What follows belongs to an exercise in optimizing a design on an open flow for small area, a short achievable clock period and few clock cycles per item; a production flow would make more cautious choices.
The RTL was checked by simulation tests, not by an equivalence proof against the original design.

==> design.v <==
`timescale 1ns / 1ps
`default_nettype none
module csr_projection #(
    parameter N_PRE      = 4096,
    parameter N_POST     = 4096,
    parameter ADDRW_R    = 13,       
    parameter ADDRW_C    = 18,       
    parameter BRAM_DELAY = 1         
) (
    input  wire              clk,
    input  wire              rst,
    input  wire              i_start,
    output reg               o_done,
    input  wire              i_spike_valid,
    input  wire              i_spike,             
    input  wire [15:0]       i_spike_idx,         
    output reg               o_spike_ready,
    output reg  [ADDRW_R-1:0] o_indptr_addr,
    input  wire [31:0]        i_indptr_data,      
    output reg  [ADDRW_C-1:0] o_indices_addr,
    input  wire [31:0]        i_indices_data,     
    output reg  [ADDRW_C-1:0] o_values_addr,
    input  wire [15:0]        i_values_q_data,    
    input  wire [15:0]        i_scale_q,          
    output reg               o_curr_valid,
    output reg  [31:0]       o_curr_value,        
    output reg  [15:0]       o_curr_idx,          
    input  wire              i_curr_ready
);
    localparam [3:0] S_IDLE          = 4'd0;
    localparam [3:0] S_NEXT_SPIKE    = 4'd1;
    localparam [3:0] S_READ_PTR0     = 4'd2;   
    localparam [3:0] S_READ_PTR1     = 4'd3;   
    localparam [3:0] S_READ_PTR2     = 4'd4;   
    localparam [3:0] S_CHECK_SPIKE   = 4'd5;
    localparam [3:0] S_ITER_ISSUE    = 4'd6;   
    localparam [3:0] S_ITER_WAIT     = 4'd7;   
    localparam [3:0] S_ITER_EMIT     = 4'd8;   
    localparam [3:0] S_WAIT_ACC      = 4'd9;   
    localparam [3:0] S_DONE          = 4'd10;
    reg [3:0]   state;
    reg [3:0]   state_next;
    reg [15:0]  curr_j;              
    reg         curr_spike;          
    reg [31:0]  row_start;           
    reg [31:0]  row_end;             
    reg [31:0]  k;                   
    reg [BRAM_DELAY-1:0] wait_cnt;   
    wire signed [31:0] values_q_ext;
    wire signed [31:0] scale_q_ext;
    wire signed [47:0] product;
    wire signed [31:0] delta_I;
    assign values_q_ext = {{16{i_values_q_data[15]}}, i_values_q_data};   
    assign scale_q_ext  = {16'b0, i_scale_q};                             
    assign product      = values_q_ext * scale_q_ext;
    assign delta_I      = product[45:14];   
    always @(posedge clk or posedge rst) begin
        if (rst) begin
            state <= S_IDLE;
        end else begin
            state <= state_next;
        end
    end
    always @(*) begin
        state_next = state;
        case (state)
            S_IDLE: begin
                if (i_start) begin
                    state_next = S_NEXT_SPIKE;
                end
            end
            S_NEXT_SPIKE: begin
                if (i_spike_valid && o_spike_ready) begin
                    state_next = S_READ_PTR0;
                end else if (!i_spike_valid) begin
                    state_next = S_DONE;
                end
            end
            S_READ_PTR0: begin
                state_next = S_READ_PTR1;
            end
            S_READ_PTR1: begin
                state_next = S_READ_PTR2;
            end
            S_READ_PTR2: begin
                state_next = S_CHECK_SPIKE;
            end
            S_CHECK_SPIKE: begin
                if (!curr_spike || (row_start == row_end)) begin
                    state_next = S_NEXT_SPIKE;
                end else begin
                    state_next = S_ITER_ISSUE;
                end
            end
            S_ITER_ISSUE: begin
                state_next = S_ITER_WAIT;
            end
            S_ITER_WAIT: begin
                if (wait_cnt == 0) begin
                    state_next = S_ITER_EMIT;
                end
            end
            S_ITER_EMIT: begin
                state_next = S_WAIT_ACC;
            end
            S_WAIT_ACC: begin
                if (i_curr_ready) begin
                    if (k + 1 >= row_end) begin
                        state_next = S_NEXT_SPIKE;
                    end else begin
                        state_next = S_ITER_ISSUE;
                    end
                end
            end
            S_DONE: begin
                if (!i_start) begin
                    state_next = S_IDLE;
                end
            end
            default: state_next = S_IDLE;
        endcase
    end
    always @(posedge clk or posedge rst) begin
        if (rst) begin
            o_done        <= 1'b0;
            o_spike_ready <= 1'b0;
            o_curr_valid  <= 1'b0;
            o_curr_value  <= 32'd0;
            o_curr_idx    <= 16'd0;
            o_indptr_addr <= {ADDRW_R{1'b0}};
            o_indices_addr<= {ADDRW_C{1'b0}};
            o_values_addr <= {ADDRW_C{1'b0}};
            curr_j        <= 16'd0;
            curr_spike    <= 1'b0;
            row_start     <= 32'd0;
            row_end       <= 32'd0;
            k             <= 32'd0;
            wait_cnt      <= {BRAM_DELAY{1'b0}};
        end else begin
            case (state)
                S_IDLE: begin
                    o_done        <= 1'b0;
                    o_curr_valid  <= 1'b0;
                    o_spike_ready <= 1'b0;
                    if (i_start) begin
                        o_spike_ready <= 1'b1;
                    end
                end
                S_NEXT_SPIKE: begin
                    o_curr_valid <= 1'b0;
                    if (i_spike_valid && o_spike_ready) begin
                        curr_j        <= i_spike_idx;
                        curr_spike    <= i_spike;
                        o_spike_ready <= 1'b0;
                        o_indptr_addr <= i_spike_idx[ADDRW_R-1:0];
                    end else if (!i_spike_valid) begin
                        o_spike_ready <= 1'b0;
                    end
                end
                S_READ_PTR0: begin
                end
                S_READ_PTR1: begin
                    row_start     <= i_indptr_data;
                    o_indptr_addr <= curr_j[ADDRW_R-1:0] + 1'b1;
                end
                S_READ_PTR2: begin
                    row_end <= i_indptr_data;
                end
                S_CHECK_SPIKE: begin
                    if (!curr_spike || (row_start == row_end)) begin
                        o_spike_ready <= 1'b1;
                    end else begin
                        k <= row_start;
                    end
                end
                S_ITER_ISSUE: begin
                    o_indices_addr <= k[ADDRW_C-1:0];
                    o_values_addr  <= k[ADDRW_C-1:0];
                    wait_cnt       <= BRAM_DELAY - 1;
                end
                S_ITER_WAIT: begin
                    if (wait_cnt > 0) begin
                        wait_cnt <= wait_cnt - 1;
                    end
                end
                S_ITER_EMIT: begin
                    o_curr_valid <= 1'b1;
                    o_curr_idx   <= i_indices_data[15:0];
                    o_curr_value <= delta_I;
                end
                S_WAIT_ACC: begin
                    if (i_curr_ready) begin
                        o_curr_valid <= 1'b0;
                        k <= k + 1;
                        if (k + 1 >= row_end) begin
                            o_spike_ready <= 1'b1;
                        end
                    end
                end
                S_DONE: begin
                    o_done        <= 1'b1;
                    o_curr_valid  <= 1'b0;
                    o_spike_ready <= 1'b0;
                    if (!i_start) begin
                        o_done <= 1'b0;
                    end
                end
                default: begin
                    o_done        <= 1'b0;
                    o_curr_valid  <= 1'b0;
                    o_spike_ready <= 1'b0;
                end
            endcase
        end
    end
endmodule
`default_nettype wire
`timescale 1ns / 1ps
`default_nettype none
module current_accumulator #(
    parameter N_POST     = 4096,
    parameter ADDRW      = 12,       
    parameter BRAM_DELAY = 1         
) (
    input  wire         clk,
    input  wire         rst,
    input  wire         i_curr_valid,
    input  wire [15:0]  i_curr_idx,
    input  wire [31:0]  i_curr_value,    
    output wire         o_curr_ready,
    output reg  [ADDRW-1:0]  o_mem_addr,
    output reg               o_mem_we,
    output reg  [31:0]       o_mem_din,
    input  wire [31:0]       i_mem_dout,
    input  wire         i_clear,         
    output reg          o_clear_done
);
    localparam [2:0] S_IDLE       = 3'd0;
    localparam [2:0] S_READ_CURR  = 3'd1;   
    localparam [2:0] S_WAIT_READ  = 3'd2;   
    localparam [2:0] S_ADD        = 3'd3;   
    localparam [2:0] S_WRITE_BACK = 3'd4;   
    localparam [2:0] S_CLEAR      = 3'd5;   
    reg [2:0] state;
    reg [2:0] state_next;
    reg [15:0]       pending_idx;
    reg [31:0]       pending_delta;
    reg [ADDRW-1:0]  clear_addr;
    reg [BRAM_DELAY-1:0] wait_cnt;
    assign o_curr_ready = (state == S_IDLE) && !i_clear;
    always @(posedge clk or posedge rst) begin
        if (rst) begin
            state <= S_IDLE;
        end else begin
            state <= state_next;
        end
    end
    always @(*) begin
        state_next = state;
        case (state)
            S_IDLE: begin
                if (i_clear) begin
                    state_next = S_CLEAR;
                end else if (i_curr_valid) begin
                    state_next = S_READ_CURR;
                end
            end
            S_READ_CURR: begin
                state_next = S_WAIT_READ;
            end
            S_WAIT_READ: begin
                if (wait_cnt == 0) begin
                    state_next = S_ADD;
                end
            end
            S_ADD: begin
                state_next = S_WRITE_BACK;
            end
            S_WRITE_BACK: begin
                state_next = S_IDLE;
            end
            S_CLEAR: begin
                if (clear_addr == N_POST - 1) begin
                    state_next = S_IDLE;
                end
            end
            default: state_next = S_IDLE;
        endcase
    end
    always @(posedge clk or posedge rst) begin
        if (rst) begin
            o_mem_addr    <= {ADDRW{1'b0}};
            o_mem_we      <= 1'b0;
            o_mem_din     <= 32'd0;
            o_clear_done  <= 1'b0;
            pending_idx   <= 16'd0;
            pending_delta <= 32'd0;
            clear_addr    <= {ADDRW{1'b0}};
            wait_cnt      <= {BRAM_DELAY{1'b0}};
        end else begin
            case (state)
                S_IDLE: begin
                    o_mem_we     <= 1'b0;
                    o_clear_done <= 1'b0;
                    if (i_clear) begin
                        clear_addr <= {ADDRW{1'b0}};
                        o_mem_addr <= {ADDRW{1'b0}};
                        o_mem_din  <= 32'd0;
                        o_mem_we   <= 1'b1;
                    end else if (i_curr_valid) begin
                        pending_idx   <= i_curr_idx;
                        pending_delta <= i_curr_value;
                        o_mem_addr    <= i_curr_idx[ADDRW-1:0];
                        o_mem_we      <= 1'b0;
                    end
                end
                S_READ_CURR: begin
                    wait_cnt <= BRAM_DELAY - 1;
                end
                S_WAIT_READ: begin
                    if (wait_cnt > 0) begin
                        wait_cnt <= wait_cnt - 1;
                    end
                end
                S_ADD: begin
                    o_mem_din  <= $signed(i_mem_dout) + $signed(pending_delta);
                    o_mem_addr <= pending_idx[ADDRW-1:0];
                    o_mem_we   <= 1'b1;
                end
                S_WRITE_BACK: begin
                    o_mem_we <= 1'b0;
                end
                S_CLEAR: begin
                    o_mem_we  <= 1'b1;
                    o_mem_din <= 32'd0;
                    if (clear_addr == N_POST - 1) begin
                        o_clear_done <= 1'b1;
                        o_mem_we     <= 1'b0;
                    end else begin
                        clear_addr <= clear_addr + 1;
                        o_mem_addr <= clear_addr + 1;
                    end
                end
                default: begin
                    o_mem_we <= 1'b0;
                end
            endcase
        end
    end
endmodule
`default_nettype wire
`timescale 1ns / 1ps
`default_nettype none
module lif_population #(
    parameter N          = 4096,
    parameter ADDRW      = 12,       
    parameter PACK_WIDTH = 8,        
    parameter BRAM_DELAY = 1         
) (
    input  wire         clk,
    input  wire         rst,
    input  wire         i_start,
    output reg          o_done,
    input  wire [15:0]  i_alpha,         
    input  wire [15:0]  i_v_th,          
    output reg  [ADDRW-1:0]  o_curr_addr,
    output reg               o_curr_we,       
    output reg  [31:0]       o_curr_din,      
    input  wire [31:0]       i_curr_data,     
    output reg  [ADDRW-1:0]  o_v_addr,
    output reg               o_v_we,
    output reg  [31:0]       o_v_din,
    input  wire [31:0]       i_v_dout,        
    output reg               o_spike_valid,
    output reg  [PACK_WIDTH-1:0] o_spike_data,
    input  wire              i_spike_ready
);
    localparam [3:0] S_IDLE      = 4'd0;
    localparam [3:0] S_ISSUE_RD  = 4'd1;   
    localparam [3:0] S_WAIT_RD   = 4'd2;   
    localparam [3:0] S_COMPUTE   = 4'd3;   
    localparam [3:0] S_WRITE_V   = 4'd4;   
    localparam [3:0] S_CLEAR_I   = 4'd5;   
    localparam [3:0] S_PACK      = 4'd6;   
    localparam [3:0] S_EMIT      = 4'd7;   
    localparam [3:0] S_DONE      = 4'd8;
    reg [3:0] state;
    reg [3:0] state_next;
    reg [ADDRW-1:0]       neuron_idx;        
    reg [$clog2(PACK_WIDTH)-1:0] pack_idx;   
    reg [PACK_WIDTH-1:0]  spike_pack;        
    reg [BRAM_DELAY-1:0]  wait_cnt;
    reg  [31:0] v_reg;               
    reg  [31:0] I_reg;               
    wire [47:0] v_decay;             
    wire [31:0] v_decayed;           
    wire [31:0] v_new_no_reset;      
    wire        spike_out;           
    wire [31:0] v_reset;             
    wire [31:0] v_new;               
    assign v_decay    = $signed({{16{i_alpha[15]}}, i_alpha}) * $signed(v_reg);
    assign v_decayed  = v_decay[45:14];   
    assign v_new_no_reset = $signed(v_decayed) + $signed(I_reg);
    wire [31:0] v_th_ext;
    assign v_th_ext = {{16{i_v_th[15]}}, i_v_th};
    assign spike_out = ($signed(v_new_no_reset) >= $signed(v_th_ext));
    assign v_reset = spike_out ? ($signed(v_new_no_reset) - $signed(v_th_ext)) : v_new_no_reset;
    assign v_new = v_reset;
    always @(posedge clk or posedge rst) begin
        if (rst) begin
            state <= S_IDLE;
        end else begin
            state <= state_next;
        end
    end
    always @(*) begin
        state_next = state;
        case (state)
            S_IDLE: begin
                if (i_start) begin
                    state_next = S_ISSUE_RD;
                end
            end
            S_ISSUE_RD: begin
                state_next = S_WAIT_RD;
            end
            S_WAIT_RD: begin
                if (wait_cnt == 0) begin
                    state_next = S_COMPUTE;
                end
            end
            S_COMPUTE: begin
                state_next = S_WRITE_V;
            end
            S_WRITE_V: begin
                state_next = S_CLEAR_I;
            end
            S_CLEAR_I: begin
                state_next = S_PACK;
            end
            S_PACK: begin
                if (pack_idx == PACK_WIDTH - 1 || neuron_idx == N - 1) begin
                    state_next = S_EMIT;
                end else if (neuron_idx < N - 1) begin
                    state_next = S_ISSUE_RD;
                end else begin
                    state_next = S_DONE;
                end
            end
            S_EMIT: begin
                if (i_spike_ready) begin
                    if (neuron_idx >= N - 1) begin
                        state_next = S_DONE;
                    end else begin
                        state_next = S_ISSUE_RD;
                    end
                end
            end
            S_DONE: begin
                if (!i_start) begin
                    state_next = S_IDLE;
                end
            end
            default: state_next = S_IDLE;
        endcase
    end
    always @(posedge clk or posedge rst) begin
        if (rst) begin
            o_done        <= 1'b0;
            o_curr_addr   <= {ADDRW{1'b0}};
            o_curr_we     <= 1'b0;
            o_curr_din    <= 32'd0;
            o_v_addr      <= {ADDRW{1'b0}};
            o_v_we        <= 1'b0;
            o_v_din       <= 32'd0;
            o_spike_valid <= 1'b0;
            o_spike_data  <= {PACK_WIDTH{1'b0}};
            neuron_idx    <= {ADDRW{1'b0}};
            pack_idx      <= {$clog2(PACK_WIDTH){1'b0}};
            spike_pack    <= {PACK_WIDTH{1'b0}};
            wait_cnt      <= {BRAM_DELAY{1'b0}};
            v_reg         <= 32'd0;
            I_reg         <= 32'd0;
        end else begin
            case (state)
                S_IDLE: begin
                    o_done        <= 1'b0;
                    o_spike_valid <= 1'b0;
                    o_v_we        <= 1'b0;
                    o_curr_we     <= 1'b0;
                    if (i_start) begin
                        neuron_idx <= {ADDRW{1'b0}};
                        pack_idx   <= {$clog2(PACK_WIDTH){1'b0}};
                        spike_pack <= {PACK_WIDTH{1'b0}};
                    end
                end
                S_ISSUE_RD: begin
                    o_v_addr    <= neuron_idx;
                    o_curr_addr <= neuron_idx;
                    o_v_we      <= 1'b0;
                    o_curr_we   <= 1'b0;
                    wait_cnt    <= BRAM_DELAY - 1;
                end
                S_WAIT_RD: begin
                    if (wait_cnt > 0) begin
                        wait_cnt <= wait_cnt - 1;
                    end
                end
                S_COMPUTE: begin
                    v_reg <= i_v_dout;
                    I_reg <= i_curr_data;
                end
                S_WRITE_V: begin
                    o_v_addr <= neuron_idx;
                    o_v_din  <= v_new;
                    o_v_we   <= 1'b1;
                end
                S_CLEAR_I: begin
                    o_v_we      <= 1'b0;
                    o_curr_addr <= neuron_idx;
                    o_curr_din  <= 32'd0;
                    o_curr_we   <= 1'b1;
                end
                S_PACK: begin
                    o_v_we    <= 1'b0;
                    o_curr_we <= 1'b0;
                    spike_pack[pack_idx] <= spike_out;
                    if (pack_idx == PACK_WIDTH - 1 || neuron_idx == N - 1) begin
                        o_spike_data <= spike_pack;
                        o_spike_data[pack_idx] <= spike_out;   
                        o_spike_valid <= 1'b1;
                    end else begin
                        pack_idx   <= pack_idx + 1;
                        neuron_idx <= neuron_idx + 1;
                    end
                end
                S_EMIT: begin
                    if (i_spike_ready) begin
                        o_spike_valid <= 1'b0;
                        spike_pack    <= {PACK_WIDTH{1'b0}};
                        pack_idx      <= {$clog2(PACK_WIDTH){1'b0}};
                        if (neuron_idx < N - 1) begin
                            neuron_idx <= neuron_idx + 1;
                        end
                    end
                end
                S_DONE: begin
                    o_done        <= 1'b1;
                    o_spike_valid <= 1'b0;
                    o_v_we        <= 1'b0;
                    o_curr_we     <= 1'b0;
                    if (!i_start) begin
                        o_done <= 1'b0;
                    end
                end
                default: begin
                    o_v_we        <= 1'b0;
                    o_curr_we     <= 1'b0;
                    o_spike_valid <= 1'b0;
                end
            endcase
        end
    end
endmodule
`default_nettype wire
`timescale 1ns / 1ps
`default_nettype none
module kitten_fabric_tile #(
    parameter N_PRE       = 4096,
    parameter N_POST      = 4096,
    parameter ADDRW_PRE   = 13,        
    parameter ADDRW_CSR   = 18,        
    parameter ADDRW_POST  = 12,        
    parameter PACK_WIDTH  = 8,         
    parameter BRAM_DELAY  = 1          
) (
    input  wire                  clk,
    input  wire                  rst,
    input  wire                  i_step_start,    
    input  wire                  i_proj_done,     
    output reg                   o_step_done,     
    input  wire                  i_pre_spike_valid,
    input  wire [15:0]           i_pre_spike_idx,
    input  wire                  i_pre_spike,
    output wire                  o_pre_spike_ready,
    output wire                  o_post_spike_valid,
    output wire [PACK_WIDTH-1:0] o_post_spike_data,
    input  wire                  i_post_spike_ready,
    output wire [ADDRW_PRE-1:0]  o_indptr_addr,
    input  wire [31:0]           i_indptr_data,
    output wire [ADDRW_CSR-1:0]  o_indices_addr,
    input  wire [31:0]           i_indices_data,
    output wire [ADDRW_CSR-1:0]  o_values_addr,
    input  wire [15:0]           i_values_q_data,
    input  wire [15:0]           i_scale_q,
    output wire [ADDRW_POST-1:0] o_I_addr,
    output wire                  o_I_we,
    output wire [31:0]           o_I_din,
    input  wire [31:0]           i_I_dout,
    output wire [ADDRW_POST-1:0] o_v_addr,
    output wire                  o_v_we,
    output wire [31:0]           o_v_din,
    input  wire [31:0]           i_v_dout,
    input  wire [15:0]           i_alpha,         
    input  wire [15:0]           i_v_th           
);
    localparam [1:0] T_IDLE = 2'd0;
    localparam [1:0] T_PROJ = 2'd1;
    localparam [1:0] T_POP  = 2'd2;
    localparam [1:0] T_DONE = 2'd3;
    reg [1:0] state, state_next;
    reg  proj_start;
    reg  pop_start;
    wire lif_done;
    wire proj_done;
    wire        proj_curr_valid;
    wire [15:0] proj_curr_idx;
    wire [31:0] proj_curr_value;
    wire        acc_curr_ready;
    wire [ADDRW_POST-1:0] I_addr_acc;
    wire                  I_we_acc;
    wire [31:0]           I_din_acc;
    wire [ADDRW_POST-1:0] I_addr_lif;
    wire                  I_we_lif;
    wire [31:0]           I_din_lif;
    assign o_I_addr = (state == T_POP) ? I_addr_lif : I_addr_acc;
    assign o_I_we   = (state == T_POP) ? I_we_lif   : I_we_acc;
    assign o_I_din  = (state == T_POP) ? I_din_lif  : I_din_acc;
    csr_projection #(
        .N_PRE      (N_PRE),
        .N_POST     (N_POST),
        .ADDRW_R    (ADDRW_PRE),
        .ADDRW_C    (ADDRW_CSR),
        .BRAM_DELAY (BRAM_DELAY)
    ) u_csr_projection (
        .clk            (clk),
        .rst            (rst),
        .i_start        (proj_start),
        .o_done         (proj_done),
        .i_spike_valid  (i_pre_spike_valid),
        .i_spike        (i_pre_spike),
        .i_spike_idx    (i_pre_spike_idx),
        .o_spike_ready  (o_pre_spike_ready),
        .o_indptr_addr  (o_indptr_addr),
        .i_indptr_data  (i_indptr_data),
        .o_indices_addr (o_indices_addr),
        .i_indices_data (i_indices_data),
        .o_values_addr  (o_values_addr),
        .i_values_q_data(i_values_q_data),
        .i_scale_q      (i_scale_q),
        .o_curr_valid   (proj_curr_valid),
        .o_curr_idx     (proj_curr_idx),
        .o_curr_value   (proj_curr_value),
        .i_curr_ready   (acc_curr_ready)
    );
    current_accumulator #(
        .N_POST     (N_POST),
        .ADDRW      (ADDRW_POST),
        .BRAM_DELAY (BRAM_DELAY)
    ) u_current_accumulator (
        .clk         (clk),
        .rst         (rst),
        .i_curr_valid(proj_curr_valid),
        .i_curr_idx  (proj_curr_idx),
        .i_curr_value(proj_curr_value),
        .o_curr_ready(acc_curr_ready),
        .o_mem_addr  (I_addr_acc),
        .o_mem_we    (I_we_acc),
        .o_mem_din   (I_din_acc),
        .i_mem_dout  (i_I_dout),
        .i_clear     (1'b0),
        .o_clear_done( )
    );
    lif_population #(
        .N          (N_POST),
        .ADDRW      (ADDRW_POST),
        .PACK_WIDTH (PACK_WIDTH),
        .BRAM_DELAY (BRAM_DELAY)
    ) u_lif_population (
        .clk            (clk),
        .rst            (rst),
        .i_start        (pop_start),
        .o_done         (lif_done),
        .i_alpha        (i_alpha),
        .i_v_th         (i_v_th),
        .o_curr_addr    (I_addr_lif),
        .o_curr_we      (I_we_lif),
        .o_curr_din     (I_din_lif),
        .i_curr_data    (i_I_dout),
        .o_v_addr       (o_v_addr),
        .o_v_we         (o_v_we),
        .o_v_din        (o_v_din),
        .i_v_dout       (i_v_dout),
        .o_spike_valid  (o_post_spike_valid),
        .o_spike_data   (o_post_spike_data),
        .i_spike_ready  (i_post_spike_ready)
    );
    always @(posedge clk or posedge rst) begin
        if (rst) begin
            state <= T_IDLE;
        end else begin
            state <= state_next;
        end
    end
    always @(*) begin
        state_next  = state;
        proj_start  = 1'b0;
        pop_start   = 1'b0;
        o_step_done = 1'b0;
        case (state)
            T_IDLE: begin
                if (i_step_start) begin
                    state_next = T_PROJ;
                end
            end
            T_PROJ: begin
                proj_start = 1'b1;
                if (i_proj_done && proj_done && acc_curr_ready) begin
                    state_next = T_POP;
                end
            end
            T_POP: begin
                pop_start = 1'b1;
                if (lif_done) begin
                    state_next = T_DONE;
                end
            end
            T_DONE: begin
                o_step_done = 1'b1;
                if (!i_step_start) begin
                    state_next = T_IDLE;
                end
            end
            default: begin
                state_next = T_IDLE;
            end
        endcase
    end
endmodule
`default_nettype wire
==> run.sh <==
#!/bin/bash
# synth_recipe.tcl (not shown) runs the flow's synth.tcl, then flattens the netlist and writes it again
# the make line also repeats each setting of config.mk as NAME=value (left out here)
make -C /OpenROAD-flow-scripts/flow DESIGN_CONFIG=/design/flow/config.mk WORK_HOME=/design/flow/orfs CLKGATE_MAP_FILE= SYNTH_SCRIPT=/design/flow/synth_recipe.tcl finish
==> config.mk <==
export PLATFORM = sky130hd
export DESIGN_NAME = kitten_fabric_tile
export DESIGN_NICKNAME = kitten_fabric_tile
export VERILOG_FILES = /design/flow/design.v
export SDC_FILE = /design/flow/constraint.sdc
export NUM_CORES = 4
export LEC_CHECK = 0
export CAP_MARGIN = 20
export CORE_MARGIN = 2
export CORE_UTILIZATION = 40
export SLEW_MARGIN = 20
==> constraint.sdc <==
create_clock -name core_clock -period 14.0 [get_ports {clk}]
set_input_delay 2.8000 -clock core_clock [delete_from_list [all_inputs] [get_ports {clk}]]
set_output_delay 2.8000 -clock core_clock [all_outputs]
set_load 0.01 [all_outputs]
==> summary.txt <==
STA
  – Fin crit period: 13,250 ps
  – RSZ-0062 raised after global routing: no
  – Worst-Margin Slew: 1030 ps
  – Skew final: 98.5 ps
  – Max Slew Vio Count: 0
  – Fmax: 75.5 MHz
  – Slew headroom: 31.6%
  – Setup_tns: 0 ps
  – Hold_ws: 473 ps
  – Final Cycle Share: 94.6%
  – Setup violators final: 0
  – Final Hold Viols: 0

Drt
  – DR WL/cell: 18.8 um
  – Vias per inst: 5.11
  – DR iter-0 viols: 2,325
  – Via count: 37,400
  – Pre-antenna DRT Iters: 5
  – Number of remaining DRC errors: 0
  – Final ANT Viol Nets: 0
  – WL final: 138,000 um

Synthesis
  – Post-synth top flop: dfrtp_1
  – Mapped Area: 49,500 um2
  – Post-synthesis instance total: 5,382
  – Number of synthesized register bits: 434
  – Synth warn: 4
  – Avg Inst Size Synth: 9.20 um2
  – Synth unique cells: 84
  – Ranking of synthesized cells by area: fa_1, dfrtp_1, ha_1, nand2_1, inv_1
  – Post-synth ARST share: 100%
  – Post-synth top cells: nand2_1, inv_1, fa_1, dfrtp_1, ha_1
  – Synth area leader: fa_1
  – Post-synthesis sequential area ratio: 21.9%
  – Share of the synthesized area in the top cell type: 27.0%
  – Cell with the most instances after synthesis: nand2_1
  – Number of synthesized flops with an enable pin: 0
  – Synth Net Count: 6,632

Setup path
  – Critical Path End: u_lif_population.spike_pack[1]
  – Flop2flop setup slack: 2900 ps
  – WP data arrival: 13,750 ps
  – Crit-path most repeated cell: fa_1
  – Worst Path Required: 14,500 ps
  – Worst reg2reg path depth: 41
  – Type of origin of the critical path: primary input
  – Worst Setup Path Type: primary input to flop
  – Worst path slowest cell: clkdlybuf4s50_1
  – Reg2reg start: u_lif_population.v_reg[10]
  – Crit path max fanout: 12
  – Max stage delay on crit path: 760 ps
  – Reg2Reg Capture Point: u_lif_population.spike_pack[1]
  – CP Capture Type: flop
  – Critical Path Source: i_alpha[1]

Place
  – Inst Count DP: 7,219
  – Placed wire-length estimate: 108,000 um
  – GPL Wtd Cong: 0.882
  – I/O Buffers: 341

Clock network
  – TritonCTS clock tree: done
  – Clock Path Buffers: 3
  – Clock Latency Late Sink: 690 ps
  – Clk pin slew, worst setup/hold paths: 60 ps
  – Setup Buffers After CTS: 0
  – Clk root buf: clkbuf_16
  – PostCTS Resize Cnt: 0
  – # clock sinks: 434
  – CTS Buf Count: 51
  – Htree depth: 2
  – CTS Hold Bufs: 0

Global route
  – Largest net degree at the start of global routing: 154
  – Initial antenna violation count: 13
  – Global-route usage over all layers: 22.2%
  – Number of global-route vias before repair: 39,400
  – First-pass GRT wire length: 221,000 um
  – Global route overflow: 0

Floorplanning
  – Number of top-level pins: 365
  – Core Footprint: 123,000 um2
  – Initial core utilization: 40.1%
  – Row Count: 129
  – Die area: 127,000 um2
  – DIE HEIGHT: 356 um
  – Die width: 356 um

Final layout
  – Register area: 10,900 um2
  – Layout fillers: 12,000
  – Fin cells: 7,318
  – Proportion of layout cells with a drive suffix above 1: 6.91%
  – Nets@finish: 6,885
  – Area of the multi-input gates: 34,500 um2
  – Area Overhead vs Synth: 14.5%

Outcome
  – Status: no timing/DRC/antenna violations

Hold path
  – Hold_sp: u_current_accumulator.o_mem_din[7]
  – Worst Hold Class: flop to flop

Run
  – Max-cap violations: 0
## worst min-delay path by stage
stage,to,slack (ps),depth (start not counted)
global route,u_current_accumulator.o_mem_we,490,1
finish,u_current_accumulator.o_mem_din[7],470,2
floorplan,u_csr_projection.o_curr_value[15],430,2
CTS,u_csr_projection.o_curr_value[15],480,2
detailed placement,u_csr_projection.o_curr_value[15],460,2
global placement,u_csr_projection.o_curr_value[15],450,2
## worst max-delay path, delay by kind of cell
| kind | cells | cell delay (ps) |
|---|---|---|
| fa+ha+maj | 9 | 3960 |
| buf+inv | 5 | 1390 |
| xor+xnor | 2 | 290 |
| compound gates | 18 | 3940 |
| simple gates | 9 | 1310 |
## logic make-up after synthesis
| logic type | synth area share (%) |
|---|---|
| AO/OA/AOI/OAI | 8.82 |
| AND/OR/NAND/NOR | 15.8 |
| flip-flops | 21.9 |
| XOR/XNOR | 4.26 |
| adder cells (fa/ha/maj) | 36.3 |
| buffers and inverters | 8.50 |
| multiplexers | 4.40 |
## area by class of cell
cell class	count	share of cell area (%)
sequential	434	19.2
clock inverter	27	0.691
multi-input combinational	3851	60.8
inverter	861	5.71
tap	1637	3.61
clock buffer	66	2.58
antenna	6	0.0265
timing repair buffer	436	7.40
## layer usage
layer	part of all wire (%)	global-route usage, %	wire [um]
met1	44	30.1	60500
met2	46	36.1	63700
met3	7.1	4.58	9730
met4	2.7	6.18	3670
met5	0.026	0.189	36
## cells in the final DEF, fill, tap and decap left out, types with 59 or more instances in the layout
| cell type | instances |
|---|---|
| a21o_1 | 72 |
| nand2_1 | 888 |
| nor2_1 | 188 |
| fa_1 | 667 |
| and2_1 | 285 |
| buf_4 | 89 |
| a21oi_1 | 144 |
| o21ai_0 | 219 |
| mux2_2 | 155 |
| inv_1 | 858 |
| nor2b_1 | 59 |
| clkdlybuf4s50_1 | 341 |
| ha_1 | 367 |
| xor2_1 | 79 |
| xnor2_1 | 162 |
| dfrtp_1 | 434 |
## metrics by stage
stage | worst slack [ps] | util (%) | instance area [um2]
final | 750 | 46.0 | 56700
after detailed placement | 129 | 44.4 | 54800
after global placement | 268 | 44.4 | 54800
after floorplan | 2060 | - | 49500
after CTS | 724 | 46.0 | 56700
after global routing | 125 | 46.0 | 56700
Testbench counts, summed over its fixed seeds: cycles 963,906, steps 24.

## afterwards: timing with drivers on the ports
In the flow no input, the clock included, has a driving cell. The finished layout below was timed again as built, in two steps.
Step 1 (the two cells are an assumption about what drives the block):
set clk [get_ports {clk}]
set_driving_cell -lib_cell sky130_fd_sc_hd__clkbuf_16 $clk
set_driving_cell -lib_cell sky130_fd_sc_hd__buf_2 [delete_from_list [all_inputs] $clk]
Step 2 adds t to the input delays and takes it off the output delays; t is the mean of the earliest and latest rising clock arrival at the registers after step 1. Input paths then give back, and output paths get back, about the clock's delay inside the block.
Slacks: no drivers / after step 1 / after step 2; pairs: no drivers / after step 1.
t, ns: 0.717
setup WS [ns]: 0.750 / 0.781 / 0.065
worst hold slack (ns): 0.473 / 0.473 / 0.473
clock arrival spread, ns: 0.102 / 0.101
After both steps this run still meets setup and hold. For this run, drivers alone change the setup slack by +0.031 ns; drivers and shift together by -0.685 ns.
